Source: an optimization exercise on an open RTL-to-GDS flow (aim: small area and a short achievable clock period). Production flows keep margins and buffers that such runs may drop. At most, simulation tests tie the RTL to the original design; equivalence was not proved. Only the layout flow was run in runs 1 and 2; the RTL was not checked for function there. Power and IR drop assume default switching activity.

==> design/flow/design.v <==
module divrow #(parameter W = 15)
	(input [W-1:0] rs, input [15:0] bx, input cin,
	 output q, output [W-1:0] r);
wire [17:0] t = {{(18-W){1'b0}}, rs} + {2'b01, bx} + {17'd0, cin};
assign q = t[17];
assign r = t[17] ? t[W-1:0] : rs;
endmodule
module mul16(input [15:0] a, input [15:0] b, output [31:0] p);
wire pp_0_0 = a[0] & b[0];
wire pp_0_1 = a[0] & b[1];
wire pp_0_2 = a[0] & b[2];
wire pp_0_3 = a[0] & b[3];
wire pp_0_4 = a[0] & b[4];
wire pp_0_5 = a[0] & b[5];
wire pp_0_6 = a[0] & b[6];
wire pp_0_7 = a[0] & b[7];
wire pp_0_8 = a[0] & b[8];
wire pp_0_9 = a[0] & b[9];
wire pp_0_10 = a[0] & b[10];
wire pp_0_11 = a[0] & b[11];
wire pp_0_12 = a[0] & b[12];
wire pp_0_13 = a[0] & b[13];
wire pp_0_14 = a[0] & b[14];
wire pp_0_15 = ~(a[0] & b[15]);
wire pp_1_0 = a[1] & b[0];
wire pp_1_1 = a[1] & b[1];
wire pp_1_2 = a[1] & b[2];
wire pp_1_3 = a[1] & b[3];
wire pp_1_4 = a[1] & b[4];
wire pp_1_5 = a[1] & b[5];
wire pp_1_6 = a[1] & b[6];
wire pp_1_7 = a[1] & b[7];
wire pp_1_8 = a[1] & b[8];
wire pp_1_9 = a[1] & b[9];
wire pp_1_10 = a[1] & b[10];
wire pp_1_11 = a[1] & b[11];
wire pp_1_12 = a[1] & b[12];
wire pp_1_13 = a[1] & b[13];
wire pp_1_14 = a[1] & b[14];
wire pp_1_15 = ~(a[1] & b[15]);
wire pp_2_0 = a[2] & b[0];
wire pp_2_1 = a[2] & b[1];
wire pp_2_2 = a[2] & b[2];
wire pp_2_3 = a[2] & b[3];
wire pp_2_4 = a[2] & b[4];
wire pp_2_5 = a[2] & b[5];
wire pp_2_6 = a[2] & b[6];
wire pp_2_7 = a[2] & b[7];
wire pp_2_8 = a[2] & b[8];
wire pp_2_9 = a[2] & b[9];
wire pp_2_10 = a[2] & b[10];
wire pp_2_11 = a[2] & b[11];
wire pp_2_12 = a[2] & b[12];
wire pp_2_13 = a[2] & b[13];
wire pp_2_14 = a[2] & b[14];
wire pp_2_15 = ~(a[2] & b[15]);
wire pp_3_0 = a[3] & b[0];
wire pp_3_1 = a[3] & b[1];
wire pp_3_2 = a[3] & b[2];
wire pp_3_3 = a[3] & b[3];
wire pp_3_4 = a[3] & b[4];
wire pp_3_5 = a[3] & b[5];
wire pp_3_6 = a[3] & b[6];
wire pp_3_7 = a[3] & b[7];
wire pp_3_8 = a[3] & b[8];
wire pp_3_9 = a[3] & b[9];
wire pp_3_10 = a[3] & b[10];
wire pp_3_11 = a[3] & b[11];
wire pp_3_12 = a[3] & b[12];
wire pp_3_13 = a[3] & b[13];
wire pp_3_14 = a[3] & b[14];
wire pp_3_15 = ~(a[3] & b[15]);
wire pp_4_0 = a[4] & b[0];
wire pp_4_1 = a[4] & b[1];
wire pp_4_2 = a[4] & b[2];
wire pp_4_3 = a[4] & b[3];
wire pp_4_4 = a[4] & b[4];
wire pp_4_5 = a[4] & b[5];
wire pp_4_6 = a[4] & b[6];
wire pp_4_7 = a[4] & b[7];
wire pp_4_8 = a[4] & b[8];
wire pp_4_9 = a[4] & b[9];
wire pp_4_10 = a[4] & b[10];
wire pp_4_11 = a[4] & b[11];
wire pp_4_12 = a[4] & b[12];
wire pp_4_13 = a[4] & b[13];
wire pp_4_14 = a[4] & b[14];
wire pp_4_15 = ~(a[4] & b[15]);
wire pp_5_0 = a[5] & b[0];
wire pp_5_1 = a[5] & b[1];
wire pp_5_2 = a[5] & b[2];
wire pp_5_3 = a[5] & b[3];
wire pp_5_4 = a[5] & b[4];
wire pp_5_5 = a[5] & b[5];
wire pp_5_6 = a[5] & b[6];
wire pp_5_7 = a[5] & b[7];
wire pp_5_8 = a[5] & b[8];
wire pp_5_9 = a[5] & b[9];
wire pp_5_10 = a[5] & b[10];
wire pp_5_11 = a[5] & b[11];
wire pp_5_12 = a[5] & b[12];
wire pp_5_13 = a[5] & b[13];
wire pp_5_14 = a[5] & b[14];
wire pp_5_15 = ~(a[5] & b[15]);
wire pp_6_0 = a[6] & b[0];
wire pp_6_1 = a[6] & b[1];
wire pp_6_2 = a[6] & b[2];
wire pp_6_3 = a[6] & b[3];
wire pp_6_4 = a[6] & b[4];
wire pp_6_5 = a[6] & b[5];
wire pp_6_6 = a[6] & b[6];
wire pp_6_7 = a[6] & b[7];
wire pp_6_8 = a[6] & b[8];
wire pp_6_9 = a[6] & b[9];
wire pp_6_10 = a[6] & b[10];
wire pp_6_11 = a[6] & b[11];
wire pp_6_12 = a[6] & b[12];
wire pp_6_13 = a[6] & b[13];
wire pp_6_14 = a[6] & b[14];
wire pp_6_15 = ~(a[6] & b[15]);
wire pp_7_0 = a[7] & b[0];
wire pp_7_1 = a[7] & b[1];
wire pp_7_2 = a[7] & b[2];
wire pp_7_3 = a[7] & b[3];
wire pp_7_4 = a[7] & b[4];
wire pp_7_5 = a[7] & b[5];
wire pp_7_6 = a[7] & b[6];
wire pp_7_7 = a[7] & b[7];
wire pp_7_8 = a[7] & b[8];
wire pp_7_9 = a[7] & b[9];
wire pp_7_10 = a[7] & b[10];
wire pp_7_11 = a[7] & b[11];
wire pp_7_12 = a[7] & b[12];
wire pp_7_13 = a[7] & b[13];
wire pp_7_14 = a[7] & b[14];
wire pp_7_15 = ~(a[7] & b[15]);
wire pp_8_0 = a[8] & b[0];
wire pp_8_1 = a[8] & b[1];
wire pp_8_2 = a[8] & b[2];
wire pp_8_3 = a[8] & b[3];
wire pp_8_4 = a[8] & b[4];
wire pp_8_5 = a[8] & b[5];
wire pp_8_6 = a[8] & b[6];
wire pp_8_7 = a[8] & b[7];
wire pp_8_8 = a[8] & b[8];
wire pp_8_9 = a[8] & b[9];
wire pp_8_10 = a[8] & b[10];
wire pp_8_11 = a[8] & b[11];
wire pp_8_12 = a[8] & b[12];
wire pp_8_13 = a[8] & b[13];
wire pp_8_14 = a[8] & b[14];
wire pp_8_15 = ~(a[8] & b[15]);
wire pp_9_0 = a[9] & b[0];
wire pp_9_1 = a[9] & b[1];
wire pp_9_2 = a[9] & b[2];
wire pp_9_3 = a[9] & b[3];
wire pp_9_4 = a[9] & b[4];
wire pp_9_5 = a[9] & b[5];
wire pp_9_6 = a[9] & b[6];
wire pp_9_7 = a[9] & b[7];
wire pp_9_8 = a[9] & b[8];
wire pp_9_9 = a[9] & b[9];
wire pp_9_10 = a[9] & b[10];
wire pp_9_11 = a[9] & b[11];
wire pp_9_12 = a[9] & b[12];
wire pp_9_13 = a[9] & b[13];
wire pp_9_14 = a[9] & b[14];
wire pp_9_15 = ~(a[9] & b[15]);
wire pp_10_0 = a[10] & b[0];
wire pp_10_1 = a[10] & b[1];
wire pp_10_2 = a[10] & b[2];
wire pp_10_3 = a[10] & b[3];
wire pp_10_4 = a[10] & b[4];
wire pp_10_5 = a[10] & b[5];
wire pp_10_6 = a[10] & b[6];
wire pp_10_7 = a[10] & b[7];
wire pp_10_8 = a[10] & b[8];
wire pp_10_9 = a[10] & b[9];
wire pp_10_10 = a[10] & b[10];
wire pp_10_11 = a[10] & b[11];
wire pp_10_12 = a[10] & b[12];
wire pp_10_13 = a[10] & b[13];
wire pp_10_14 = a[10] & b[14];
wire pp_10_15 = ~(a[10] & b[15]);
wire pp_11_0 = a[11] & b[0];
wire pp_11_1 = a[11] & b[1];
wire pp_11_2 = a[11] & b[2];
wire pp_11_3 = a[11] & b[3];
wire pp_11_4 = a[11] & b[4];
wire pp_11_5 = a[11] & b[5];
wire pp_11_6 = a[11] & b[6];
wire pp_11_7 = a[11] & b[7];
wire pp_11_8 = a[11] & b[8];
wire pp_11_9 = a[11] & b[9];
wire pp_11_10 = a[11] & b[10];
wire pp_11_11 = a[11] & b[11];
wire pp_11_12 = a[11] & b[12];
wire pp_11_13 = a[11] & b[13];
wire pp_11_14 = a[11] & b[14];
wire pp_11_15 = ~(a[11] & b[15]);
wire pp_12_0 = a[12] & b[0];
wire pp_12_1 = a[12] & b[1];
wire pp_12_2 = a[12] & b[2];
wire pp_12_3 = a[12] & b[3];
wire pp_12_4 = a[12] & b[4];
wire pp_12_5 = a[12] & b[5];
wire pp_12_6 = a[12] & b[6];
wire pp_12_7 = a[12] & b[7];
wire pp_12_8 = a[12] & b[8];
wire pp_12_9 = a[12] & b[9];
wire pp_12_10 = a[12] & b[10];
wire pp_12_11 = a[12] & b[11];
wire pp_12_12 = a[12] & b[12];
wire pp_12_13 = a[12] & b[13];
wire pp_12_14 = a[12] & b[14];
wire pp_12_15 = ~(a[12] & b[15]);
wire pp_13_0 = a[13] & b[0];
wire pp_13_1 = a[13] & b[1];
wire pp_13_2 = a[13] & b[2];
wire pp_13_3 = a[13] & b[3];
wire pp_13_4 = a[13] & b[4];
wire pp_13_5 = a[13] & b[5];
wire pp_13_6 = a[13] & b[6];
wire pp_13_7 = a[13] & b[7];
wire pp_13_8 = a[13] & b[8];
wire pp_13_9 = a[13] & b[9];
wire pp_13_10 = a[13] & b[10];
wire pp_13_11 = a[13] & b[11];
wire pp_13_12 = a[13] & b[12];
wire pp_13_13 = a[13] & b[13];
wire pp_13_14 = a[13] & b[14];
wire pp_13_15 = ~(a[13] & b[15]);
wire pp_14_0 = a[14] & b[0];
wire pp_14_1 = a[14] & b[1];
wire pp_14_2 = a[14] & b[2];
wire pp_14_3 = a[14] & b[3];
wire pp_14_4 = a[14] & b[4];
wire pp_14_5 = a[14] & b[5];
wire pp_14_6 = a[14] & b[6];
wire pp_14_7 = a[14] & b[7];
wire pp_14_8 = a[14] & b[8];
wire pp_14_9 = a[14] & b[9];
wire pp_14_10 = a[14] & b[10];
wire pp_14_11 = a[14] & b[11];
wire pp_14_12 = a[14] & b[12];
wire pp_14_13 = a[14] & b[13];
wire pp_14_14 = a[14] & b[14];
wire pp_14_15 = ~(a[14] & b[15]);
wire pp_15_0 = ~(a[15] & b[0]);
wire pp_15_1 = ~(a[15] & b[1]);
wire pp_15_2 = ~(a[15] & b[2]);
wire pp_15_3 = ~(a[15] & b[3]);
wire pp_15_4 = ~(a[15] & b[4]);
wire pp_15_5 = ~(a[15] & b[5]);
wire pp_15_6 = ~(a[15] & b[6]);
wire pp_15_7 = ~(a[15] & b[7]);
wire pp_15_8 = ~(a[15] & b[8]);
wire pp_15_9 = ~(a[15] & b[9]);
wire pp_15_10 = ~(a[15] & b[10]);
wire pp_15_11 = ~(a[15] & b[11]);
wire pp_15_12 = ~(a[15] & b[12]);
wire pp_15_13 = ~(a[15] & b[13]);
wire pp_15_14 = ~(a[15] & b[14]);
wire pp_15_15 = a[15] & b[15];
wire hs0 = pp_0_13 ^ pp_1_12;
wire hc0 = pp_0_13 & pp_1_12;
wire fs1 = pp_0_14 ^ pp_1_13 ^ pp_2_12;
wire fc1 = (pp_0_14 & pp_1_13) | (pp_2_12 & (pp_0_14 ^ pp_1_13));
wire hs2 = pp_3_11 ^ pp_4_10;
wire hc2 = pp_3_11 & pp_4_10;
wire fs3 = pp_0_15 ^ pp_1_14 ^ pp_2_13;
wire fc3 = (pp_0_15 & pp_1_14) | (pp_2_13 & (pp_0_15 ^ pp_1_14));
wire fs4 = pp_3_12 ^ pp_4_11 ^ pp_5_10;
wire fc4 = (pp_3_12 & pp_4_11) | (pp_5_10 & (pp_3_12 ^ pp_4_11));
wire hs5 = pp_6_9 ^ pp_7_8;
wire hc5 = pp_6_9 & pp_7_8;
wire fs6 = pp_1_15 ^ pp_2_14 ^ pp_3_13;
wire fc6 = (pp_1_15 & pp_2_14) | (pp_3_13 & (pp_1_15 ^ pp_2_14));
wire fs7 = pp_4_12 ^ pp_5_11 ^ pp_6_10;
wire fc7 = (pp_4_12 & pp_5_11) | (pp_6_10 & (pp_4_12 ^ pp_5_11));
wire fs8 = pp_7_9 ^ pp_8_8 ^ pp_9_7;
wire fc8 = (pp_7_9 & pp_8_8) | (pp_9_7 & (pp_7_9 ^ pp_8_8));
wire fs9 = pp_2_15 ^ pp_3_14 ^ pp_4_13;
wire fc9 = (pp_2_15 & pp_3_14) | (pp_4_13 & (pp_2_15 ^ pp_3_14));
wire fs10 = pp_5_12 ^ pp_6_11 ^ pp_7_10;
wire fc10 = (pp_5_12 & pp_6_11) | (pp_7_10 & (pp_5_12 ^ pp_6_11));
wire fs11 = pp_3_15 ^ pp_4_14 ^ pp_5_13;
wire fc11 = (pp_3_15 & pp_4_14) | (pp_5_13 & (pp_3_15 ^ pp_4_14));
wire hs12 = pp_0_9 ^ pp_1_8;
wire hc12 = pp_0_9 & pp_1_8;
wire fs13 = pp_0_10 ^ pp_1_9 ^ pp_2_8;
wire fc13 = (pp_0_10 & pp_1_9) | (pp_2_8 & (pp_0_10 ^ pp_1_9));
wire hs14 = pp_3_7 ^ pp_4_6;
wire hc14 = pp_3_7 & pp_4_6;
wire fs15 = pp_0_11 ^ pp_1_10 ^ pp_2_9;
wire fc15 = (pp_0_11 & pp_1_10) | (pp_2_9 & (pp_0_11 ^ pp_1_10));
wire fs16 = pp_3_8 ^ pp_4_7 ^ pp_5_6;
wire fc16 = (pp_3_8 & pp_4_7) | (pp_5_6 & (pp_3_8 ^ pp_4_7));
wire hs17 = pp_6_5 ^ pp_7_4;
wire hc17 = pp_6_5 & pp_7_4;
wire fs18 = pp_0_12 ^ pp_1_11 ^ pp_2_10;
wire fc18 = (pp_0_12 & pp_1_11) | (pp_2_10 & (pp_0_12 ^ pp_1_11));
wire fs19 = pp_3_9 ^ pp_4_8 ^ pp_5_7;
wire fc19 = (pp_3_9 & pp_4_8) | (pp_5_7 & (pp_3_9 ^ pp_4_8));
wire fs20 = pp_6_6 ^ pp_7_5 ^ pp_8_4;
wire fc20 = (pp_6_6 & pp_7_5) | (pp_8_4 & (pp_6_6 ^ pp_7_5));
wire hs21 = pp_9_3 ^ pp_10_2;
wire hc21 = pp_9_3 & pp_10_2;
wire fs22 = hs0 ^ pp_2_11 ^ pp_3_10;
wire fc22 = (hs0 & pp_2_11) | (pp_3_10 & (hs0 ^ pp_2_11));
wire fs23 = pp_4_9 ^ pp_5_8 ^ pp_6_7;
wire fc23 = (pp_4_9 & pp_5_8) | (pp_6_7 & (pp_4_9 ^ pp_5_8));
wire fs24 = pp_7_6 ^ pp_8_5 ^ pp_9_4;
wire fc24 = (pp_7_6 & pp_8_5) | (pp_9_4 & (pp_7_6 ^ pp_8_5));
wire fs25 = pp_10_3 ^ pp_11_2 ^ pp_12_1;
wire fc25 = (pp_10_3 & pp_11_2) | (pp_12_1 & (pp_10_3 ^ pp_11_2));
wire fs26 = hc0 ^ fs1 ^ hs2;
wire fc26 = (hc0 & fs1) | (hs2 & (hc0 ^ fs1));
wire fs27 = pp_5_9 ^ pp_6_8 ^ pp_7_7;
wire fc27 = (pp_5_9 & pp_6_8) | (pp_7_7 & (pp_5_9 ^ pp_6_8));
wire fs28 = pp_8_6 ^ pp_9_5 ^ pp_10_4;
wire fc28 = (pp_8_6 & pp_9_5) | (pp_10_4 & (pp_8_6 ^ pp_9_5));
wire fs29 = pp_11_3 ^ pp_12_2 ^ pp_13_1;
wire fc29 = (pp_11_3 & pp_12_2) | (pp_13_1 & (pp_11_3 ^ pp_12_2));
wire fs30 = fc1 ^ hc2 ^ fs3;
wire fc30 = (fc1 & hc2) | (fs3 & (fc1 ^ hc2));
wire fs31 = fs4 ^ hs5 ^ pp_8_7;
wire fc31 = (fs4 & hs5) | (pp_8_7 & (fs4 ^ hs5));
wire fs32 = pp_9_6 ^ pp_10_5 ^ pp_11_4;
wire fc32 = (pp_9_6 & pp_10_5) | (pp_11_4 & (pp_9_6 ^ pp_10_5));
wire fs33 = pp_12_3 ^ pp_13_2 ^ pp_14_1;
wire fc33 = (pp_12_3 & pp_13_2) | (pp_14_1 & (pp_12_3 ^ pp_13_2));
wire fs34 = fc3 ^ fc4 ^ hc5;
wire fc34 = (fc3 & fc4) | (hc5 & (fc3 ^ fc4));
wire fs35 = fs6 ^ fs7 ^ fs8;
wire fc35 = (fs6 & fs7) | (fs8 & (fs6 ^ fs7));
wire fs36 = pp_10_6 ^ pp_11_5 ^ pp_12_4;
wire fc36 = (pp_10_6 & pp_11_5) | (pp_12_4 & (pp_10_6 ^ pp_11_5));
wire fs37 = pp_13_3 ^ pp_14_2 ^ pp_15_1;
wire fc37 = (pp_13_3 & pp_14_2) | (pp_15_1 & (pp_13_3 ^ pp_14_2));
wire fs38 = fc6 ^ fc7 ^ fc8;
wire fc38 = (fc6 & fc7) | (fc8 & (fc6 ^ fc7));
wire fs39 = fs9 ^ fs10 ^ pp_8_9;
wire fc39 = (fs9 & fs10) | (pp_8_9 & (fs9 ^ fs10));
wire fs40 = pp_9_8 ^ pp_10_7 ^ pp_11_6;
wire fc40 = (pp_9_8 & pp_10_7) | (pp_11_6 & (pp_9_8 ^ pp_10_7));
wire fs41 = pp_12_5 ^ pp_13_4 ^ pp_14_3;
wire fc41 = (pp_12_5 & pp_13_4) | (pp_14_3 & (pp_12_5 ^ pp_13_4));
wire fs42 = fc9 ^ fc10 ^ fs11;
wire fc42 = (fc9 & fc10) | (fs11 & (fc9 ^ fc10));
wire fs43 = pp_6_12 ^ pp_7_11 ^ pp_8_10;
wire fc43 = (pp_6_12 & pp_7_11) | (pp_8_10 & (pp_6_12 ^ pp_7_11));
wire fs44 = pp_9_9 ^ pp_10_8 ^ pp_11_7;
wire fc44 = (pp_9_9 & pp_10_8) | (pp_11_7 & (pp_9_9 ^ pp_10_8));
wire fs45 = pp_12_6 ^ pp_13_5 ^ pp_14_4;
wire fc45 = (pp_12_6 & pp_13_5) | (pp_14_4 & (pp_12_6 ^ pp_13_5));
wire fs46 = fc11 ^ pp_4_15 ^ pp_5_14;
wire fc46 = (fc11 & pp_4_15) | (pp_5_14 & (fc11 ^ pp_4_15));
wire fs47 = pp_6_13 ^ pp_7_12 ^ pp_8_11;
wire fc47 = (pp_6_13 & pp_7_12) | (pp_8_11 & (pp_6_13 ^ pp_7_12));
wire fs48 = pp_9_10 ^ pp_10_9 ^ pp_11_8;
wire fc48 = (pp_9_10 & pp_10_9) | (pp_11_8 & (pp_9_10 ^ pp_10_9));
wire fs49 = pp_12_7 ^ pp_13_6 ^ pp_14_5;
wire fc49 = (pp_12_7 & pp_13_6) | (pp_14_5 & (pp_12_7 ^ pp_13_6));
wire fs50 = pp_5_15 ^ pp_6_14 ^ pp_7_13;
wire fc50 = (pp_5_15 & pp_6_14) | (pp_7_13 & (pp_5_15 ^ pp_6_14));
wire fs51 = pp_8_12 ^ pp_9_11 ^ pp_10_10;
wire fc51 = (pp_8_12 & pp_9_11) | (pp_10_10 & (pp_8_12 ^ pp_9_11));
wire fs52 = pp_11_9 ^ pp_12_8 ^ pp_13_7;
wire fc52 = (pp_11_9 & pp_12_8) | (pp_13_7 & (pp_11_9 ^ pp_12_8));
wire fs53 = pp_6_15 ^ pp_7_14 ^ pp_8_13;
wire fc53 = (pp_6_15 & pp_7_14) | (pp_8_13 & (pp_6_15 ^ pp_7_14));
wire fs54 = pp_9_12 ^ pp_10_11 ^ pp_11_10;
wire fc54 = (pp_9_12 & pp_10_11) | (pp_11_10 & (pp_9_12 ^ pp_10_11));
wire fs55 = pp_7_15 ^ pp_8_14 ^ pp_9_13;
wire fc55 = (pp_7_15 & pp_8_14) | (pp_9_13 & (pp_7_15 ^ pp_8_14));
wire hs56 = pp_0_6 ^ pp_1_5;
wire hc56 = pp_0_6 & pp_1_5;
wire fs57 = pp_0_7 ^ pp_1_6 ^ pp_2_5;
wire fc57 = (pp_0_7 & pp_1_6) | (pp_2_5 & (pp_0_7 ^ pp_1_6));
wire hs58 = pp_3_4 ^ pp_4_3;
wire hc58 = pp_3_4 & pp_4_3;
wire fs59 = pp_0_8 ^ pp_1_7 ^ pp_2_6;
wire fc59 = (pp_0_8 & pp_1_7) | (pp_2_6 & (pp_0_8 ^ pp_1_7));
wire fs60 = pp_3_5 ^ pp_4_4 ^ pp_5_3;
wire fc60 = (pp_3_5 & pp_4_4) | (pp_5_3 & (pp_3_5 ^ pp_4_4));
wire hs61 = pp_6_2 ^ pp_7_1;
wire hc61 = pp_6_2 & pp_7_1;
wire fs62 = hs12 ^ pp_2_7 ^ pp_3_6;
wire fc62 = (hs12 & pp_2_7) | (pp_3_6 & (hs12 ^ pp_2_7));
wire fs63 = pp_4_5 ^ pp_5_4 ^ pp_6_3;
wire fc63 = (pp_4_5 & pp_5_4) | (pp_6_3 & (pp_4_5 ^ pp_5_4));
wire fs64 = pp_7_2 ^ pp_8_1 ^ pp_9_0;
wire fc64 = (pp_7_2 & pp_8_1) | (pp_9_0 & (pp_7_2 ^ pp_8_1));
wire fs65 = hc12 ^ fs13 ^ hs14;
wire fc65 = (hc12 & fs13) | (hs14 & (hc12 ^ fs13));
wire fs66 = pp_5_5 ^ pp_6_4 ^ pp_7_3;
wire fc66 = (pp_5_5 & pp_6_4) | (pp_7_3 & (pp_5_5 ^ pp_6_4));
wire fs67 = pp_8_2 ^ pp_9_1 ^ pp_10_0;
wire fc67 = (pp_8_2 & pp_9_1) | (pp_10_0 & (pp_8_2 ^ pp_9_1));
wire fs68 = fc13 ^ hc14 ^ fs15;
wire fc68 = (fc13 & hc14) | (fs15 & (fc13 ^ hc14));
wire fs69 = fs16 ^ hs17 ^ pp_8_3;
wire fc69 = (fs16 & hs17) | (pp_8_3 & (fs16 ^ hs17));
wire fs70 = pp_9_2 ^ pp_10_1 ^ pp_11_0;
wire fc70 = (pp_9_2 & pp_10_1) | (pp_11_0 & (pp_9_2 ^ pp_10_1));
wire fs71 = fc15 ^ fc16 ^ hc17;
wire fc71 = (fc15 & fc16) | (hc17 & (fc15 ^ fc16));
wire fs72 = fs18 ^ fs19 ^ fs20;
wire fc72 = (fs18 & fs19) | (fs20 & (fs18 ^ fs19));
wire fs73 = hs21 ^ pp_11_1 ^ pp_12_0;
wire fc73 = (hs21 & pp_11_1) | (pp_12_0 & (hs21 ^ pp_11_1));
wire fs74 = fc18 ^ fc19 ^ fc20;
wire fc74 = (fc18 & fc19) | (fc20 & (fc18 ^ fc19));
wire fs75 = hc21 ^ fs22 ^ fs23;
wire fc75 = (hc21 & fs22) | (fs23 & (hc21 ^ fs22));
wire fs76 = fs24 ^ fs25 ^ pp_13_0;
wire fc76 = (fs24 & fs25) | (pp_13_0 & (fs24 ^ fs25));
wire fs77 = fc22 ^ fc23 ^ fc24;
wire fc77 = (fc22 & fc23) | (fc24 & (fc22 ^ fc23));
wire fs78 = fc25 ^ fs26 ^ fs27;
wire fc78 = (fc25 & fs26) | (fs27 & (fc25 ^ fs26));
wire fs79 = fs28 ^ fs29 ^ pp_14_0;
wire fc79 = (fs28 & fs29) | (pp_14_0 & (fs28 ^ fs29));
wire fs80 = fc26 ^ fc27 ^ fc28;
wire fc80 = (fc26 & fc27) | (fc28 & (fc26 ^ fc27));
wire fs81 = fc29 ^ fs30 ^ fs31;
wire fc81 = (fc29 & fs30) | (fs31 & (fc29 ^ fs30));
wire fs82 = fs32 ^ fs33 ^ pp_15_0;
wire fc82 = (fs32 & fs33) | (pp_15_0 & (fs32 ^ fs33));
wire fs83 = fc30 ^ fc31 ^ fc32;
wire fc83 = (fc30 & fc31) | (fc32 & (fc30 ^ fc31));
wire fs84 = fc33 ^ fs34 ^ fs35;
wire fc84 = (fc33 & fs34) | (fs35 & (fc33 ^ fs34));
wire fs85 = fs36 ^ fs37 ^ 1'b1;
wire fc85 = (fs36 & fs37) | (1'b1 & (fs36 ^ fs37));
wire fs86 = fc34 ^ fc35 ^ fc36;
wire fc86 = (fc34 & fc35) | (fc36 & (fc34 ^ fc35));
wire fs87 = fc37 ^ fs38 ^ fs39;
wire fc87 = (fc37 & fs38) | (fs39 & (fc37 ^ fs38));
wire fs88 = fs40 ^ fs41 ^ pp_15_2;
wire fc88 = (fs40 & fs41) | (pp_15_2 & (fs40 ^ fs41));
wire fs89 = fc38 ^ fc39 ^ fc40;
wire fc89 = (fc38 & fc39) | (fc40 & (fc38 ^ fc39));
wire fs90 = fc41 ^ fs42 ^ fs43;
wire fc90 = (fc41 & fs42) | (fs43 & (fc41 ^ fs42));
wire fs91 = fs44 ^ fs45 ^ pp_15_3;
wire fc91 = (fs44 & fs45) | (pp_15_3 & (fs44 ^ fs45));
wire fs92 = fc42 ^ fc43 ^ fc44;
wire fc92 = (fc42 & fc43) | (fc44 & (fc42 ^ fc43));
wire fs93 = fc45 ^ fs46 ^ fs47;
wire fc93 = (fc45 & fs46) | (fs47 & (fc45 ^ fs46));
wire fs94 = fs48 ^ fs49 ^ pp_15_4;
wire fc94 = (fs48 & fs49) | (pp_15_4 & (fs48 ^ fs49));
wire fs95 = fc46 ^ fc47 ^ fc48;
wire fc95 = (fc46 & fc47) | (fc48 & (fc46 ^ fc47));
wire fs96 = fc49 ^ fs50 ^ fs51;
wire fc96 = (fc49 & fs50) | (fs51 & (fc49 ^ fs50));
wire fs97 = fs52 ^ pp_14_6 ^ pp_15_5;
wire fc97 = (fs52 & pp_14_6) | (pp_15_5 & (fs52 ^ pp_14_6));
wire fs98 = fc50 ^ fc51 ^ fc52;
wire fc98 = (fc50 & fc51) | (fc52 & (fc50 ^ fc51));
wire fs99 = fs53 ^ fs54 ^ pp_12_9;
wire fc99 = (fs53 & fs54) | (pp_12_9 & (fs53 ^ fs54));
wire fs100 = pp_13_8 ^ pp_14_7 ^ pp_15_6;
wire fc100 = (pp_13_8 & pp_14_7) | (pp_15_6 & (pp_13_8 ^ pp_14_7));
wire fs101 = fc53 ^ fc54 ^ fs55;
wire fc101 = (fc53 & fc54) | (fs55 & (fc53 ^ fc54));
wire fs102 = pp_10_12 ^ pp_11_11 ^ pp_12_10;
wire fc102 = (pp_10_12 & pp_11_11) | (pp_12_10 & (pp_10_12 ^ pp_11_11));
wire fs103 = pp_13_9 ^ pp_14_8 ^ pp_15_7;
wire fc103 = (pp_13_9 & pp_14_8) | (pp_15_7 & (pp_13_9 ^ pp_14_8));
wire fs104 = fc55 ^ pp_8_15 ^ pp_9_14;
wire fc104 = (fc55 & pp_8_15) | (pp_9_14 & (fc55 ^ pp_8_15));
wire fs105 = pp_10_13 ^ pp_11_12 ^ pp_12_11;
wire fc105 = (pp_10_13 & pp_11_12) | (pp_12_11 & (pp_10_13 ^ pp_11_12));
wire fs106 = pp_13_10 ^ pp_14_9 ^ pp_15_8;
wire fc106 = (pp_13_10 & pp_14_9) | (pp_15_8 & (pp_13_10 ^ pp_14_9));
wire fs107 = pp_9_15 ^ pp_10_14 ^ pp_11_13;
wire fc107 = (pp_9_15 & pp_10_14) | (pp_11_13 & (pp_9_15 ^ pp_10_14));
wire fs108 = pp_12_12 ^ pp_13_11 ^ pp_14_10;
wire fc108 = (pp_12_12 & pp_13_11) | (pp_14_10 & (pp_12_12 ^ pp_13_11));
wire fs109 = pp_10_15 ^ pp_11_14 ^ pp_12_13;
wire fc109 = (pp_10_15 & pp_11_14) | (pp_12_13 & (pp_10_15 ^ pp_11_14));
wire hs110 = pp_0_4 ^ pp_1_3;
wire hc110 = pp_0_4 & pp_1_3;
wire fs111 = pp_0_5 ^ pp_1_4 ^ pp_2_3;
wire fc111 = (pp_0_5 & pp_1_4) | (pp_2_3 & (pp_0_5 ^ pp_1_4));
wire hs112 = pp_3_2 ^ pp_4_1;
wire hc112 = pp_3_2 & pp_4_1;
wire fs113 = hs56 ^ pp_2_4 ^ pp_3_3;
wire fc113 = (hs56 & pp_2_4) | (pp_3_3 & (hs56 ^ pp_2_4));
wire fs114 = pp_4_2 ^ pp_5_1 ^ pp_6_0;
wire fc114 = (pp_4_2 & pp_5_1) | (pp_6_0 & (pp_4_2 ^ pp_5_1));
wire fs115 = hc56 ^ fs57 ^ hs58;
wire fc115 = (hc56 & fs57) | (hs58 & (hc56 ^ fs57));
wire fs116 = pp_5_2 ^ pp_6_1 ^ pp_7_0;
wire fc116 = (pp_5_2 & pp_6_1) | (pp_7_0 & (pp_5_2 ^ pp_6_1));
wire fs117 = fc57 ^ hc58 ^ fs59;
wire fc117 = (fc57 & hc58) | (fs59 & (fc57 ^ hc58));
wire fs118 = fs60 ^ hs61 ^ pp_8_0;
wire fc118 = (fs60 & hs61) | (pp_8_0 & (fs60 ^ hs61));
wire fs119 = fc59 ^ fc60 ^ hc61;
wire fc119 = (fc59 & fc60) | (hc61 & (fc59 ^ fc60));
wire fs120 = fs62 ^ fs63 ^ fs64;
wire fc120 = (fs62 & fs63) | (fs64 & (fs62 ^ fs63));
wire fs121 = fc62 ^ fc63 ^ fc64;
wire fc121 = (fc62 & fc63) | (fc64 & (fc62 ^ fc63));
wire fs122 = fs65 ^ fs66 ^ fs67;
wire fc122 = (fs65 & fs66) | (fs67 & (fs65 ^ fs66));
wire fs123 = fc65 ^ fc66 ^ fc67;
wire fc123 = (fc65 & fc66) | (fc67 & (fc65 ^ fc66));
wire fs124 = fs68 ^ fs69 ^ fs70;
wire fc124 = (fs68 & fs69) | (fs70 & (fs68 ^ fs69));
wire fs125 = fc68 ^ fc69 ^ fc70;
wire fc125 = (fc68 & fc69) | (fc70 & (fc68 ^ fc69));
wire fs126 = fs71 ^ fs72 ^ fs73;
wire fc126 = (fs71 & fs72) | (fs73 & (fs71 ^ fs72));
wire fs127 = fc71 ^ fc72 ^ fc73;
wire fc127 = (fc71 & fc72) | (fc73 & (fc71 ^ fc72));
wire fs128 = fs74 ^ fs75 ^ fs76;
wire fc128 = (fs74 & fs75) | (fs76 & (fs74 ^ fs75));
wire fs129 = fc74 ^ fc75 ^ fc76;
wire fc129 = (fc74 & fc75) | (fc76 & (fc74 ^ fc75));
wire fs130 = fs77 ^ fs78 ^ fs79;
wire fc130 = (fs77 & fs78) | (fs79 & (fs77 ^ fs78));
wire fs131 = fc77 ^ fc78 ^ fc79;
wire fc131 = (fc77 & fc78) | (fc79 & (fc77 ^ fc78));
wire fs132 = fs80 ^ fs81 ^ fs82;
wire fc132 = (fs80 & fs81) | (fs82 & (fs80 ^ fs81));
wire fs133 = fc80 ^ fc81 ^ fc82;
wire fc133 = (fc80 & fc81) | (fc82 & (fc80 ^ fc81));
wire fs134 = fs83 ^ fs84 ^ fs85;
wire fc134 = (fs83 & fs84) | (fs85 & (fs83 ^ fs84));
wire fs135 = fc83 ^ fc84 ^ fc85;
wire fc135 = (fc83 & fc84) | (fc85 & (fc83 ^ fc84));
wire fs136 = fs86 ^ fs87 ^ fs88;
wire fc136 = (fs86 & fs87) | (fs88 & (fs86 ^ fs87));
wire fs137 = fc86 ^ fc87 ^ fc88;
wire fc137 = (fc86 & fc87) | (fc88 & (fc86 ^ fc87));
wire fs138 = fs89 ^ fs90 ^ fs91;
wire fc138 = (fs89 & fs90) | (fs91 & (fs89 ^ fs90));
wire fs139 = fc89 ^ fc90 ^ fc91;
wire fc139 = (fc89 & fc90) | (fc91 & (fc89 ^ fc90));
wire fs140 = fs92 ^ fs93 ^ fs94;
wire fc140 = (fs92 & fs93) | (fs94 & (fs92 ^ fs93));
wire fs141 = fc92 ^ fc93 ^ fc94;
wire fc141 = (fc92 & fc93) | (fc94 & (fc92 ^ fc93));
wire fs142 = fs95 ^ fs96 ^ fs97;
wire fc142 = (fs95 & fs96) | (fs97 & (fs95 ^ fs96));
wire fs143 = fc95 ^ fc96 ^ fc97;
wire fc143 = (fc95 & fc96) | (fc97 & (fc95 ^ fc96));
wire fs144 = fs98 ^ fs99 ^ fs100;
wire fc144 = (fs98 & fs99) | (fs100 & (fs98 ^ fs99));
wire fs145 = fc98 ^ fc99 ^ fc100;
wire fc145 = (fc98 & fc99) | (fc100 & (fc98 ^ fc99));
wire fs146 = fs101 ^ fs102 ^ fs103;
wire fc146 = (fs101 & fs102) | (fs103 & (fs101 ^ fs102));
wire fs147 = fc101 ^ fc102 ^ fc103;
wire fc147 = (fc101 & fc102) | (fc103 & (fc101 ^ fc102));
wire fs148 = fs104 ^ fs105 ^ fs106;
wire fc148 = (fs104 & fs105) | (fs106 & (fs104 ^ fs105));
wire fs149 = fc104 ^ fc105 ^ fc106;
wire fc149 = (fc104 & fc105) | (fc106 & (fc104 ^ fc105));
wire fs150 = fs107 ^ fs108 ^ pp_15_9;
wire fc150 = (fs107 & fs108) | (pp_15_9 & (fs107 ^ fs108));
wire fs151 = fc107 ^ fc108 ^ fs109;
wire fc151 = (fc107 & fc108) | (fs109 & (fc107 ^ fc108));
wire fs152 = pp_13_12 ^ pp_14_11 ^ pp_15_10;
wire fc152 = (pp_13_12 & pp_14_11) | (pp_15_10 & (pp_13_12 ^ pp_14_11));
wire fs153 = fc109 ^ pp_11_15 ^ pp_12_14;
wire fc153 = (fc109 & pp_11_15) | (pp_12_14 & (fc109 ^ pp_11_15));
wire fs154 = pp_13_13 ^ pp_14_12 ^ pp_15_11;
wire fc154 = (pp_13_13 & pp_14_12) | (pp_15_11 & (pp_13_13 ^ pp_14_12));
wire fs155 = pp_12_15 ^ pp_13_14 ^ pp_14_13;
wire fc155 = (pp_12_15 & pp_13_14) | (pp_14_13 & (pp_12_15 ^ pp_13_14));
wire hs156 = pp_0_3 ^ pp_1_2;
wire hc156 = pp_0_3 & pp_1_2;
wire fs157 = hs110 ^ pp_2_2 ^ pp_3_1;
wire fc157 = (hs110 & pp_2_2) | (pp_3_1 & (hs110 ^ pp_2_2));
wire fs158 = hc110 ^ fs111 ^ hs112;
wire fc158 = (hc110 & fs111) | (hs112 & (hc110 ^ fs111));
wire fs159 = fc111 ^ hc112 ^ fs113;
wire fc159 = (fc111 & hc112) | (fs113 & (fc111 ^ hc112));
wire fs160 = fc113 ^ fc114 ^ fs115;
wire fc160 = (fc113 & fc114) | (fs115 & (fc113 ^ fc114));
wire fs161 = fc115 ^ fc116 ^ fs117;
wire fc161 = (fc115 & fc116) | (fs117 & (fc115 ^ fc116));
wire fs162 = fc117 ^ fc118 ^ fs119;
wire fc162 = (fc117 & fc118) | (fs119 & (fc117 ^ fc118));
wire fs163 = fc119 ^ fc120 ^ fs121;
wire fc163 = (fc119 & fc120) | (fs121 & (fc119 ^ fc120));
wire fs164 = fc121 ^ fc122 ^ fs123;
wire fc164 = (fc121 & fc122) | (fs123 & (fc121 ^ fc122));
wire fs165 = fc123 ^ fc124 ^ fs125;
wire fc165 = (fc123 & fc124) | (fs125 & (fc123 ^ fc124));
wire fs166 = fc125 ^ fc126 ^ fs127;
wire fc166 = (fc125 & fc126) | (fs127 & (fc125 ^ fc126));
wire fs167 = fc127 ^ fc128 ^ fs129;
wire fc167 = (fc127 & fc128) | (fs129 & (fc127 ^ fc128));
wire fs168 = fc129 ^ fc130 ^ fs131;
wire fc168 = (fc129 & fc130) | (fs131 & (fc129 ^ fc130));
wire fs169 = fc131 ^ fc132 ^ fs133;
wire fc169 = (fc131 & fc132) | (fs133 & (fc131 ^ fc132));
wire fs170 = fc133 ^ fc134 ^ fs135;
wire fc170 = (fc133 & fc134) | (fs135 & (fc133 ^ fc134));
wire fs171 = fc135 ^ fc136 ^ fs137;
wire fc171 = (fc135 & fc136) | (fs137 & (fc135 ^ fc136));
wire fs172 = fc137 ^ fc138 ^ fs139;
wire fc172 = (fc137 & fc138) | (fs139 & (fc137 ^ fc138));
wire fs173 = fc139 ^ fc140 ^ fs141;
wire fc173 = (fc139 & fc140) | (fs141 & (fc139 ^ fc140));
wire fs174 = fc141 ^ fc142 ^ fs143;
wire fc174 = (fc141 & fc142) | (fs143 & (fc141 ^ fc142));
wire fs175 = fc143 ^ fc144 ^ fs145;
wire fc175 = (fc143 & fc144) | (fs145 & (fc143 ^ fc144));
wire fs176 = fc145 ^ fc146 ^ fs147;
wire fc176 = (fc145 & fc146) | (fs147 & (fc145 ^ fc146));
wire fs177 = fc147 ^ fc148 ^ fs149;
wire fc177 = (fc147 & fc148) | (fs149 & (fc147 ^ fc148));
wire fs178 = fc149 ^ fc150 ^ fs151;
wire fc178 = (fc149 & fc150) | (fs151 & (fc149 ^ fc150));
wire fs179 = fc151 ^ fc152 ^ fs153;
wire fc179 = (fc151 & fc152) | (fs153 & (fc151 ^ fc152));
wire fs180 = fc153 ^ fc154 ^ fs155;
wire fc180 = (fc153 & fc154) | (fs155 & (fc153 ^ fc154));
wire fs181 = fc155 ^ pp_13_15 ^ pp_14_14;
wire fc181 = (fc155 & pp_13_15) | (pp_14_14 & (fc155 ^ pp_13_15));
wire hs182 = pp_0_2 ^ pp_1_1;
wire hc182 = pp_0_2 & pp_1_1;
wire fs183 = hs156 ^ pp_2_1 ^ pp_3_0;
wire fc183 = (hs156 & pp_2_1) | (pp_3_0 & (hs156 ^ pp_2_1));
wire fs184 = hc156 ^ fs157 ^ pp_4_0;
wire fc184 = (hc156 & fs157) | (pp_4_0 & (hc156 ^ fs157));
wire fs185 = fc157 ^ fs158 ^ pp_5_0;
wire fc185 = (fc157 & fs158) | (pp_5_0 & (fc157 ^ fs158));
wire fs186 = fc158 ^ fs159 ^ fs114;
wire fc186 = (fc158 & fs159) | (fs114 & (fc158 ^ fs159));
wire fs187 = fc159 ^ fs160 ^ fs116;
wire fc187 = (fc159 & fs160) | (fs116 & (fc159 ^ fs160));
wire fs188 = fc160 ^ fs161 ^ fs118;
wire fc188 = (fc160 & fs161) | (fs118 & (fc160 ^ fs161));
wire fs189 = fc161 ^ fs162 ^ fs120;
wire fc189 = (fc161 & fs162) | (fs120 & (fc161 ^ fs162));
wire fs190 = fc162 ^ fs163 ^ fs122;
wire fc190 = (fc162 & fs163) | (fs122 & (fc162 ^ fs163));
wire fs191 = fc163 ^ fs164 ^ fs124;
wire fc191 = (fc163 & fs164) | (fs124 & (fc163 ^ fs164));
wire fs192 = fc164 ^ fs165 ^ fs126;
wire fc192 = (fc164 & fs165) | (fs126 & (fc164 ^ fs165));
wire fs193 = fc165 ^ fs166 ^ fs128;
wire fc193 = (fc165 & fs166) | (fs128 & (fc165 ^ fs166));
wire fs194 = fc166 ^ fs167 ^ fs130;
wire fc194 = (fc166 & fs167) | (fs130 & (fc166 ^ fs167));
wire fs195 = fc167 ^ fs168 ^ fs132;
wire fc195 = (fc167 & fs168) | (fs132 & (fc167 ^ fs168));
wire fs196 = fc168 ^ fs169 ^ fs134;
wire fc196 = (fc168 & fs169) | (fs134 & (fc168 ^ fs169));
wire fs197 = fc169 ^ fs170 ^ fs136;
wire fc197 = (fc169 & fs170) | (fs136 & (fc169 ^ fs170));
wire fs198 = fc170 ^ fs171 ^ fs138;
wire fc198 = (fc170 & fs171) | (fs138 & (fc170 ^ fs171));
wire fs199 = fc171 ^ fs172 ^ fs140;
wire fc199 = (fc171 & fs172) | (fs140 & (fc171 ^ fs172));
wire fs200 = fc172 ^ fs173 ^ fs142;
wire fc200 = (fc172 & fs173) | (fs142 & (fc172 ^ fs173));
wire fs201 = fc173 ^ fs174 ^ fs144;
wire fc201 = (fc173 & fs174) | (fs144 & (fc173 ^ fs174));
wire fs202 = fc174 ^ fs175 ^ fs146;
wire fc202 = (fc174 & fs175) | (fs146 & (fc174 ^ fs175));
wire fs203 = fc175 ^ fs176 ^ fs148;
wire fc203 = (fc175 & fs176) | (fs148 & (fc175 ^ fs176));
wire fs204 = fc176 ^ fs177 ^ fs150;
wire fc204 = (fc176 & fs177) | (fs150 & (fc176 ^ fs177));
wire fs205 = fc177 ^ fs178 ^ fs152;
wire fc205 = (fc177 & fs178) | (fs152 & (fc177 ^ fs178));
wire fs206 = fc178 ^ fs179 ^ fs154;
wire fc206 = (fc178 & fs179) | (fs154 & (fc178 ^ fs179));
wire fs207 = fc179 ^ fs180 ^ pp_15_12;
wire fc207 = (fc179 & fs180) | (pp_15_12 & (fc179 ^ fs180));
wire fs208 = fc180 ^ fs181 ^ pp_15_13;
wire fc208 = (fc180 & fs181) | (pp_15_13 & (fc180 ^ fs181));
wire fs209 = fc181 ^ pp_14_15 ^ pp_15_14;
wire fc209 = (fc181 & pp_14_15) | (pp_15_14 & (fc181 ^ pp_14_15));
wire [31:0] x = {1'b1, fc209, fc208, fc207, fc206, fc205, fc204, fc203, fc202, fc201, fc200, fc199, fc198, fc197, fc196, fc195, fc194, fc193, fc192, fc191, fc190, fc189, fc188, fc187, fc186, fc185, fc184, fc183, hc182, hs182, pp_0_1, pp_0_0};
wire [31:0] y = {1'b0, pp_15_15, fs209, fs208, fs207, fs206, fs205, fs204, fs203, fs202, fs201, fs200, fs199, fs198, fs197, fs196, fs195, fs194, fs193, fs192, fs191, fs190, fs189, fs188, fs187, fs186, fs185, fs184, fs183, pp_2_0, pp_1_0, 1'b0};
assign p = x + y;
endmodule
module alu_stage(input clk, input [15:0] a, b, input [3:0] funct,
				output [15:0] out, output [15:0] r15);
localparam J = 5;
localparam K = 12;
wire is_div = (funct == 4'b0101);
wire is_mul = (funct == 4'b0100);
wire is_add = (funct == 4'b0000);
wire is_sub = (funct == 4'b0001);
wire sa = a[15], sb = b[15];
wire [14:0] A = a[14:0] ^ {15{sa}};
wire [15:0] bx = sb ? b : ~b;
wire cin = ~sb;
wire bz = (b == 16'd0);
wire [15:0] sum = a + (is_sub ? ~b : b) + {15'd0, is_sub};
wire [14:0] r1 [0:J];
wire [14:0] q1;
assign r1[0] = 15'd0;
genvar j;
generate for (j = 1; j <= J; j = j + 1) begin : s1row
	wire [j-1:0] rr;
	wire [j-1:0] rs;
	if (j == 1) begin : first
		assign rs = A[14];
	end else begin : next
		assign rs = {r1[j-1][(j>1?j-2:0):0], A[15-j]};
	end
	divrow #(.W(j)) u(.rs(rs), .bx(bx), .cin(cin), .q(q1[15-j]), .r(rr));
	assign r1[j] = {{(15-j){1'b0}}, rr};
end endgenerate
reg [15:0] x1_q, y1_q;
reg [J-1:0] ra_q;
reg div1_q, mul1_q, sa1_q, cin1_q;
always @(posedge clk) begin
	x1_q   <= is_div ? {bz, q1[14:15-J], A[14-J:0]} :
	          is_mul ? a : ((is_add | is_sub) ? sum : 16'd0);
	y1_q   <= is_div ? bx : (is_mul ? b : 16'd0);
	ra_q   <= r1[J][J-1:0];
	div1_q <= is_div;
	mul1_q <= is_mul;
	sa1_q  <= sa;
	cin1_q <= cin;
end
wire [31:0] prod;
mul16 u_mul(.a(x1_q), .b(y1_q), .p(prod));
wire [14:0] r2 [J:K];
wire [14:0] q2;
assign r2[J] = {{(15-J){1'b0}}, ra_q};
generate for (j = J + 1; j <= K; j = j + 1) begin : s2row
	wire [j-1:0] rr;
	divrow #(.W(j)) u(.rs({r2[j-1][j-2:0], x1_q[15-j]}), .bx(y1_q), .cin(cin1_q), .q(q2[15-j]), .r(rr));
	assign r2[j] = {{(15-j){1'b0}}, rr};
end endgenerate
reg [15:0] x2_q, y2_q;
reg [14:0] rb_q;
reg div2_q, sa2_q, cin2_q;
always @(posedge clk) begin
	x2_q   <= div1_q ? {x1_q[15:15-J], q2[14-J:15-K], x1_q[14-K:0]} :
	          (mul1_q ? prod[15:0] : x1_q);
	y2_q   <= mul1_q ? prod[31:16] : y1_q;
	rb_q   <= r2[K][14:0];
	div2_q <= div1_q;
	sa2_q  <= sa1_q;
	cin2_q <= cin1_q;
end
wire [14:0] r3 [K:15];
wire [14:0] q3;
assign r3[K] = rb_q;
generate for (j = K + 1; j <= 15; j = j + 1) begin : s3row
	wire [j-1:0] rr;
	divrow #(.W(j)) u(.rs({r3[j-1][j-2:0], x2_q[15-j]}), .bx(y2_q), .cin(cin2_q), .q(q3[15-j]), .r(rr));
	assign r3[j] = {{(15-j){1'b0}}, rr};
end endgenerate
wire [15:0] qf = {x2_q[15:15-K], q3[14-K:0]};
wire [15:0] rf = {1'b0, r3[15]};
wire eq = &(rf ^ y2_q ^ {rf[14:0] & y2_q[14:0], cin2_q});
wire c  = sa2_q & eq;
wire nq = (sa2_q ^ ~cin2_q) & ~qf[15];
wire [15:0] qo = (qf ^ {16{nq}}) + {15'd0, c ^ nq};
wire [15:0] ro = (rf ^ {16{sa2_q}}) & {16{~c}};
assign out = div2_q ? qo : x2_q;
assign r15 = div2_q ? ro : y2_q;
endmodule
==> design/flow/run.sh <==
#!/bin/bash
# synth_recipe.tcl (not shown) runs the flow's synth.tcl, then flattens the netlist and writes it again
# the make line also repeats each setting of config.mk as NAME=value (left out here)
make -C /OpenROAD-flow-scripts/flow DESIGN_CONFIG=/design/flow/config.mk WORK_HOME=/design/flow/orfs CLKGATE_MAP_FILE= SYNTH_SCRIPT=/design/flow/synth_recipe.tcl finish
==> design/flow/config.mk <==
export PLATFORM = sky130hd
export DESIGN_NAME = alu_stage
export DESIGN_NICKNAME = alu_stage
export VERILOG_FILES = /design/flow/design.v
export SDC_FILE = /design/flow/constraint.sdc
export NUM_CORES = 4
export LEC_CHECK = 0
export ABC_CLOCK_PERIOD_IN_PS = 13000
export CAP_MARGIN = 20
export CORE_MARGIN = 2
export CORE_UTILIZATION = 40
export SLEW_MARGIN = 20
==> design/flow/constraint.sdc <==
create_clock -name core_clock -period 33.0 [get_ports {clk}]
set_input_delay 6.6000 -clock core_clock [delete_from_list [all_inputs] [get_ports {clk}]]
set_output_delay 6.6000 -clock core_clock [all_outputs]
set_load 0.01 [all_outputs]
==> impl_metrics.yaml, run 1 <==
cells_and_area:
  finalNonFillerCells: 2884
  nNetsFinal: 2718
  antenna_cells: 0
  areaGrowthSynthToFinish_pct: 8.538
  drive_above_1_share_pct: 6.544
critical_path:
  startpoint_type: "flop"
  worstSetupPathType: "flop to output pin"
  r2r_slack_ns: 16.42
  r2r-end: "r3[12][5]"
  reg2reg_depth: 58
  crit_required_ns: 26.40
  cp_max_fo: 22
  cp_slowest_stage_delay_ns: 0.78
  arrival_ns: 11.56
  critPathCaptureType: "output pin"
  r2r-start: "y1_q[13]"
  cp_slowest_cell: "a211oi_1"
timing:
  finalSetupTns_ns: 0
  fin_skew_ns: 0.006914
  hold_slack_ns: 0.4203
  worstMarginPinSlew_ns: 0.9771
  setup_ws_ns: 14.84
  timing.final.hold_violations: 0
  slew_violations: 0
  relSlewSlack_pct: 34.77
  period_needed_ns: 18.16
  fin_crit_sh_pct: 55.02
  finalSetupViolCount: 0
  rsz0062_at_grt: "false"
  fmax_mhz: 55.08
yosys:
  synth.cell_area_um2: 18860
  ys_warn_count: 1
  synth_edf_count: 0
  async_flop_share_pct: 0
  synth_nets: 2696
  synth_top_area_share_pct: 23.35
  synth_top_flop_cell: "dfxtp_1"
  ys_ff_latch: 88
  yosysTopAreaCell: "fa_1"
  ys_seq_area_share_pct: 9.341
  synth.distinct_cells: 70
  synth_cells: 2250
  synth_area_leaders: "fa_1, ha_1, dfxtp_1"
  avgSynthCellArea_um2: 8.382
power_and_ir_drop:
  cellPowerDensity_nw_per_um2: 24.93
  p_sw_share_pct: 42.46
  p_comb_share_pct: 55.0
  p_leak_nw: 9.597
  switching_power_mw: 0.2167
  internal_power_mw: 0.2936
  peakVddDrop_uv: 20.89
  p_seq_share_pct: 25.9
  pwr-share-clk_pct: 19.1
clock_tree:
  cts_root_buf: "clkbuf_16"
  post_cts_buffers: 0
  worstSkewPairLatency_ns: 0.35
  numCtsBuffers: 9
  postCtsResizedCells: 0
  cts_hold_buffers: 0
  cts.sink_count: 88
  clockBufferDepth: 2
  cts.reportedPaths.clkPinSlew_ns: 0.06
  cts_tree: "done"
  htree_num_levels: 3
grt:
  grt_usage_pct: 22.12
  grt_pass1_wl_um: 87660
  antenna_found_initial: 1
  grt_pass1_vias: 16540
  grt_overflow: 0
  grt_max_degree: 37
hold_path:
  hold_path_end: "sa2_q"
  hold_start: "sa1_q"
  min_path_cells: 0
  hp-class: "flop to flop"
floorplan:
  core.rowCount: 79
  start_util_pct: 40.51
  die_h_um: 221.1
  dieArea_um2: 48900
  die_w_um: 221.1
  core_um2: 46560
  ios: 69
outcome:
  status: "finished clean"
detailed_routing:
  drtIter0Drc: 884
  wl_per_cell_um: 18.78
  ant_nets: 0
  firstDrtPassIters: 5
  drt_wl_total_um: 54150
  drc: 0
  via_count: 15800
  routed_via_density: 5.480
placed_design:
  dpl.hpwl_um: 42650
  place_inst: 2868
  place.gp.congestion: 0.9443
  port_buffers: 68
  place_ws_ns: 15.18
run:
  maxCapViolations: 0
## synthesized netlist by cell type, drive strengths merged (4+ instances only)
cell     instances
inv            240
fa             220
nand2          209
ha             189
nor2           144
and2           130
a21oi          129
xnor2          119
o21ai          103
dfxtp           88
clkbuf          78
mux2            77
xor2            77
a21o            53
nor3            43
nor2b           32
mux2i           30
nand3           30
a31oi           20
a211oi          18
o21a            18
and3            17
nand2b          13
or3             13
o21bai          12
or2             12
nor4            11
a221o           10
a21boi           9
nand4            9
o22ai            9
o31ai            9
buf              7
a2111oi          6
o211ai           6
a41o             5
and4             5
o2111ai          5
o31a             5
or4              5
a41oi            4
## layout make-up
| class | count | area (µm²) |
|---|---|---|
| Fill cell | 4569 | 26090 |
| Multi-Input combinational cell | 1836 | 15870 |
| Sequential cell | 88 | 1762 |
| Clock inverter | 6 | 43.79 |
| Inverter | 241 | 904.6 |
| Clock buffer | 10 | 239.0 |
| Timing Repair Buffer | 96 | 890.9 |
| Tap cell | 607 | 759.5 |
## cell families after synthesis
logic type,Yosys count,share of synthesized area [%]
compound gates,446,15.44
fa+ha+maj,409,35.89
buf+inv,326,6.508
xor+xnor,196,9.102
simple gates,678,17.51
mux,107,6.210
flops,88,9.341
## power by group through the flow
stage	Combinational (mW)	Clock, mW	Sequential, mW
5_1_grt	0.313	0.103	0.133
4_1_cts	0.280	0.0987	0.132
3_3_place_gp	0.274	0	0.134
3_5_place_dp	0.277	0	0.134
2_1_floorplan	0.211	0	0.124
6_report	0.281	0.0972	0.132
## metal layers
metal	GRT usage, %	part of all wire, %	wire length (µm)	up-vias
met4	4.936	1.8	962	0
met1	29.57	46	24750	7696
li1	-	-	-	7608
met2	38.18	48	25730	439
met3	2.696	5.0	2711	61
met5	0	0	0	-
## state kept, by name, summed over array words and instances (netlist names), 5 cells and up
name  cells
x1_q     16
r3       12
y1_q     16
y2_q     16
x2_q     16
ra_q      5
## placed cells by master, fill, tap and decap left out, types with 12 or more instances in the layout
cell and instances:
inv_1 240, fa_1 220, nand2_1 209, ha_1 189, nor2_1 144, and2_1 130, a21oi_1 129, xnor2_1 119
o21ai_0 98, dfxtp_1 88, xor2_1 77, mux2_2 76, clkdlybuf4s50_1 68, a21o_1 53, nor3_1 43, nor2b_1 32
nand3_1 30, mux2i_1 30, buf_4 28, o21a_1 18, a211oi_1 18, a31oi_1 18, and3_1 17, or3_1 13
nand2b_1 13, or2_2 12, o21bai_1 12
## critical path: cells and delay by family, from the launching register on
| family | cells | cell delay [ns] |
|---|---|---|
| multiplexers | 2 | 0.29 |
| buffers and inverters | 4 | 0.95 |
| AO/OA/AOI/OAI | 14 | 4.69 |
| adder cells (fa/ha/maj) | 4 | 1.38 |
| AND/OR/NAND/NOR | 10 | 2.93 |
| flip-flops | 1 | 0.48 |
| XOR/XNOR | 3 | 0.48 |
## how the worst max path moves through the flow
| stage | start | cells past startpoint | endpoint | slack (ns) |
|---|---|---|---|---|
| after global routing | y2_q[1] | 37 | out[13] | 13.62 |
| after CTS | y2_q[1] | 37 | out[13] | 14.74 |
| after floorplan | cin2_q | 42 | out[14] | 17.26 |
| final | y2_q[1] | 37 | out[13] | 14.84 |
| after global placement | y2_q[1] | 37 | out[13] | 15.25 |
| after detailed placement | y2_q[1] | 37 | out[13] | 15.18 |
## through the flow
stage          utilization [%]  instance area [µm²]  total power [mW]
2_1_floorplan                -                18860            0.3347
3_3_place_gp             43.36                20190            0.4076
3_5_place_dp             43.36                20190            0.4115
4_1_cts                  43.97                20470            0.5100
5_1_grt                  43.97                20470            0.5493
6_report                 43.97                20470            0.5103
==> run 2: changes to the inputs <==
--- a/design/flow/config.mk
+++ b/design/flow/config.mk
@@ -7,3 +7,2 @@
 export LEC_CHECK = 0
-export ABC_CLOCK_PERIOD_IN_PS = 13000
 export CAP_MARGIN = 20
==> impl_metrics.yaml, run 2 <==
timing:
  setup_ws_ns: 14.84
  finalSetupViolCount: 0
  finalSetupTns_ns: 0
  rsz0062_at_grt: "false"
  timing.final.hold_violations: 0
  worstMarginPinSlew_ns: 0.9771
  fin_crit_sh_pct: 55.02
  relSlewSlack_pct: 34.77
  period_needed_ns: 18.16
  fin_skew_ns: 0.006914
  fmax_mhz: 55.08
  hold_slack_ns: 0.4203
  slew_violations: 0
yosys:
  synth.cell_area_um2: 18860
  yosysMostFrequentCell: "inv_1"
  avgSynthCellArea_um2: 8.382
  synth_edf_count: 0
  synth.distinct_cells: 70
  synth_top_area_share_pct: 23.35
  ys_warn_count: 1
  ys_ff_latch: 88
  ys_seq_area_share_pct: 9.341
  synth_cells: 2250
  synth_area_leaders: "fa_1, ha_1, dfxtp_1"
  synthTopCellsByCount: "inv_1, fa_1, nand2_1, ha_1, nor2_1"
  synth_nets: 2696
  async_flop_share_pct: 0
  yosysTopAreaCell: "fa_1"
  synth_top_flop_cell: "dfxtp_1"
detailed_routing:
  via_count: 15800
  routed_via_density: 5.480
  ant_nets: 0
  firstDrtPassIters: 5
  drc: 0
  drtIter0Drc: 884
  wl_per_cell_um: 18.78
  drt_wl_total_um: 54150
floorplan:
  core_um2: 46560
  ios: 69
  die_h_um: 221.1
  die_w_um: 221.1
  core.rowCount: 79
  start_util_pct: 40.51
  dieArea_um2: 48900
power_and_ir_drop:
  internal_power_mw: 0.2936
  peakVddDrop_uv: 20.89
  switching_power_mw: 0.2167
  finalPower_mw: 0.5103
  p_seq_share_pct: 25.9
  p_sw_share_pct: 42.46
  cellPowerDensity_nw_per_um2: 24.93
  p_leak_nw: 9.597
  pwr-share-clk_pct: 19.1
  p_comb_share_pct: 55.0
cells_and_area:
  areaGrowthSynthToFinish_pct: 8.538
  mostFrequentLayoutCells: "inv_1, fa_1, nand2_1"
  final_common_cell: "inv_1"
  antenna_cells: 0
  nNetsFinal: 2718
  drive_above_1_share_pct: 6.544
clock_tree:
  clockBufferDepth: 2
  cts.reportedPaths.clkPinSlew_ns: 0.06
  cts.sink_count: 88
  htree_num_levels: 3
  postCtsResizedCells: 0
  cts_root_buf: "clkbuf_16"
  numCtsBuffers: 9
  cts_hold_buffers: 0
  post_cts_buffers: 0
  cts_tree: "done"
  worstSkewPairLatency_ns: 0.35
grt:
  grt_max_degree: 37
  grt_overflow: 0
  grt_pass1_vias: 16540
  grt_pass1_wl_um: 87660
  grt_usage_pct: 22.12
  antenna_found_initial: 1
placed_design:
  port_buffers: 68
  place.gp.congestion: 0.9443
  dpl.hpwl_um: 42650
  place_ws_ns: 15.18
outcome:
  status: "finished clean"
critical_path:
  arrival_ns: 11.56
  startpoint_type: "flop"
  cp_slowest_cell: "a211oi_1"
  critPathCaptureType: "output pin"
  crit_required_ns: 26.40
  cp_slowest_stage_delay_ns: 0.78
  cp_max_fo: 22
  worstSetupPathType: "flop to output pin"
hold_path:
  hp-class: "flop to flop"
run:
  maxCapViolations: 0
## run 2: cell counts after synthesis
Identical to the previous run, type by type.
## run 2: power by group through the flow
stage | Combinational, mW | Clock (mW) | Sequential [mW]
after global routing | 0.313 | 0.103 | 0.133
after detailed placement | 0.277 | 0 | 0.134
after floorplan | 0.211 | 0 | 0.124
after global placement | 0.274 | 0 | 0.134
after CTS | 0.280 | 0.0987 | 0.132
final | 0.281 | 0.0972 | 0.132
## run 2: per-stage QoR
step	instances	cell area [µm²]	utilization (%)
finish	2884	20470	43.97
global route	2884	20470	43.97
CTS	2884	20470	43.97
detailed placement	2868	20190	43.36
global placement	2868	20190	43.36
floorplan	2250	18860	-
## run 2: path summary, 6_finish.rpt
kind | to | start | slack, ns | cells past startpoint
worst max register to register | r3[12][5] | y1_q[13] | 16.42 | 58
worst min register to register | sa2_q | sa1_q | 0.42 | 0
worst max-delay path | out[13] | y2_q[1] | 14.84 | 37
worst min-delay path | sa2_q | sa1_q | 0.42 | 0
## run 2: logic make-up after synthesis
| logic type | Yosys count | synth area share, % |
|---|---|---|
| simple gates | 678 | 17.51 |
| compound gates | 446 | 15.44 |
| fa+ha+maj | 409 | 35.89 |
| buf+inv | 326 | 6.508 |
| xor+xnor | 196 | 9.102 |
| mux | 107 | 6.210 |
| flops | 88 | 9.341 |
## run 2: final cells by class
cell class,instances,area (µm²)
repair buffers,96,890.9
well taps,607,759.5
clock inverters,6,43.79
clock buffers,10,239.0
flip-flops and latches,88,1762
multi-input cells,1836,15870
inverters,241,904.6
fillers,4569,26090
## run 2: layer usage
| metal | routed length [µm] | vias to the layer above | track usage [%] |
|---|---|---|---|
| li1 | - | 7608 | - |
| met1 | 24750 | 7696 | 29.57 |
| met2 | 25730 | 439 | 38.18 |
| met3 | 2711 | 61 | 2.696 |
| met4 | 962 | 0 | 4.936 |
| met5 | 0 | - | 0 |
## run 2: critical path: cells and delay by family, from the launching register on
family,cells,cell delay [ns]
XOR/XNOR,3,0.48
flip-flops,1,0.48
AO/OA/AOI/OAI,14,4.69
adder cells (fa/ha/maj),4,1.38
multiplexers,2,0.29
AND/OR/NAND/NOR,10,2.93
buffers and inverters,4,0.95
==> run 3: changes to the inputs <==
--- a/design/flow/design.v
+++ b/design/flow/design.v
@@ -690,4 +690,4 @@
 				output [15:0] out, output [15:0] r15);
-localparam J = 5;
-localparam K = 12;
+localparam J = 6;
+localparam K = 13;
 wire is_div = (funct == 4'b0101);
==> impl_metrics.yaml, run 3 <==
placed_design:
  place.gp.congestion: 0.9019
  dpl.hpwl_um: 42160
  port_buffers: 68
clock_tree:
  htree_num_levels: 3
  postCtsResizedCells: 0
  worstSkewPairLatency_ns: 0.35
  cts_hold_buffers: 0
  cts_root_buf: "clkbuf_16"
  cts.reportedPaths.clkPinSlew_ns: 0.07
  numCtsBuffers: 9
  clockBufferDepth: 2
yosys:
  async_flop_share_pct: 0
  synth_edf_count: 0
  synth-adder-area-share_pct: 35.62
  synth_nets: 2742
  synth.cell_area_um2: 18950
  avgSynthCellArea_um2: 8.248
  synth_cells: 2297
  ys_ff_latch: 90
  synth_xor_area_share_pct: 9.153
  yosysMostFrequentCell: "nand2_1"
  yosysTopAreaCell: "fa_1"
  synth.distinct_cells: 80
  synth_top_family_by_area: "adder cells"
  synth_compound_area_share_pct: 16.28
  synth_area_leaders: "fa_1, ha_1, dfxtp_1"
  ys_warn_count: 1
  synth_top_area_share_pct: 23.14
detailed_routing:
  routed_via_density: 5.589
  ant_nets: 0
  firstDrtPassIters: 16
  drc: 0
  via_count: 16360
  wl_per_cell_um: 18.50
critical_path:
  crit_required_ns: 33.19
  critical-path-top-delay-family: "compound AO/OA/AOI/OAI gates"
  cp_num_buf_inv: 4
  cp_slowest_cell: "dfxtp_1"
  startpoint_type: "flop"
  cp_max_fo: 21
  critPathCaptureType: "flop"
  cp_slowest_stage_delay_ns: 0.78
  arrival_ns: 17.30
floorplan:
  die_w_um: 221.6
  die_h_um: 221.6
  core_um2: 46650
  core.rowCount: 79
  dieArea_um2: 49120
  start_util_pct: 40.61
grt:
  grt_overflow: 0
  grt_pass1_wl_um: 88530
  grt_usage_pct: 22.21
cells_and_area:
  areaGrowthSynthToFinish_pct: 8.427
  nNetsFinal: 2760
  final_common_cell: "nand2_1"
power_and_ir_drop:
  cellPowerDensity_nw_per_um2: 25.44
  peakVddDrop_uv: 25.80
  switching_power_mw: 0.2228
  p_sw_share_pct: 42.64
  internal_power_mw: 0.2997
  p_seq_share_pct: 25.3
hold_path:
  hp-class: "flop to flop"
timing:
  fin_crit_sh_pct: 51.83
  finalSetupViolCount: 0
  timing.final.hold_violations: 0
  fmax_mhz: 58.47
  rsz0062_at_grt: "false"
  slew_violations: 0
  worstMarginPinSlew_ns: 0.9675
outcome:
  status: "finished clean"
run:
  maxCapViolations: 0
==> run 3: changes by cell type in the layout (fill, tap and decap cells not counted), moves of 9 or more <==
cell     delta
nor2_1     +36
nand2_1    +21
inv_1      -19
xnor2_1    +18
mux2i_1    -16
xor2_1     -16
mux2_2     -15
o21a_1     +12
a21oi_1     +9
==> run 3: area by class of cell <==
class,instances,area [µm²]
flip-flops and latches,90,1802
clock inverters,7,63.81
multi-input cells,1894,15950
fillers,4616,26110
inverters,222,833.3
repair buffers,98,905.9
clock buffers,9,225.2
well taps,607,759.5
==> run 3: path summary, 6_finish.rpt <==
path / start / end / slack [ns] / depth (start not counted)
max: y1_q[0] / r3[13][12] / 15.90 / 64
min: cin1_q / cin2_q / 0.38 / 0
max reg2reg: y1_q[0] / r3[13][12] / 15.90 / 64
min reg2reg: cin1_q / cin2_q / 0.38 / 0
==> run 3: power by group through the flow <==
| stage | Clock, mW | Sequential (mW) | Combinational [mW] |
|---|---|---|---|
| 6_report | 0.100 | 0.132 | 0.290 |
| 3_5_place_dp | 0 | 0.134 | 0.287 |
| 2_1_floorplan | 0 | 0.126 | 0.216 |
| 4_1_cts | 0.102 | 0.132 | 0.289 |
| 3_3_place_gp | 0 | 0.134 | 0.282 |
| 5_1_grt | 0.107 | 0.133 | 0.323 |
==> run 3: worst reg2reg max path, delay by kind of cell (launching register included) <==
family / cells / cell delay (ns)
adder cells (fa/ha/maj): 7 / 2.40
multiplexers: 1 / 0.43
flip-flops: 1 / 0.78
buffers and inverters: 4 / 0.67
AND/OR/NAND/NOR: 16 / 3.12
AO/OA/AOI/OAI: 36 / 9.57
==> run 3: layer usage <==
metal  routed length, µm  share of wire [%]  global-route usage [%]
met5                   0                  0                       0
met4                1013                1.9                   5.296
met3                3460                6.4                   2.756
met2               25510                 47                   37.72
met1               24170                 45                   30.05
==> run 3: per-stage QoR <==
stage	setup slack [ns]	hold slack [ns]	cells	util [%]	power (mW)
after floorplan	18.73	0.3096	2297	-	0.3424
after global placement	16.63	0.3371	2911	43.41	0.4161
after detailed placement	16.13	0.3629	2911	43.41	0.4213
after CTS	16.10	0.3817	2927	44.03	0.5229
after global routing	14.24	0.3885	2927	44.03	0.5633
final	15.90	0.3794	2927	44.03	0.5225
==> run 3: kinds of logic (layout without fill, tap and decap cells) <==
family | Yosys count | after routing
AO/OA/AOI/OAI | 477 | 477
XOR/XNOR | 198 | 198
adder cells (fa/ha/maj) | 408 | 408
buffers and inverters | 313 | 336
flip-flops | 90 | 90
multiplexers | 77 | 77
AND/OR/NAND/NOR | 734 | 734

## what the ideal ports hide
No port has a modelled driver above. Below, the same layouts with a new extraction and two added sets of constraints.
Step 1 sets driving cells, clkbuf_16 on the clock port and buf_2 on the other inputs (assumed; they add their load-dependent delay and slew).
Step 2 also shifts input and output timing later by t, the mid clock arrival at the registers, as if the neighbouring blocks saw the same clock.
a / b / c = ideal / step 1 / step 2; a / b = the first two.
run	t (ns)	setup WS [ns]	cell pins on the clock port's net
run 1	0.403	14.844 / 14.793 / 15.195	1
run 2	0.403	14.844 / 14.793 / 15.195	1
run 3	0.396	15.896 / 15.896 / 15.896	1
After both steps setup and hold are still met in every run listed.
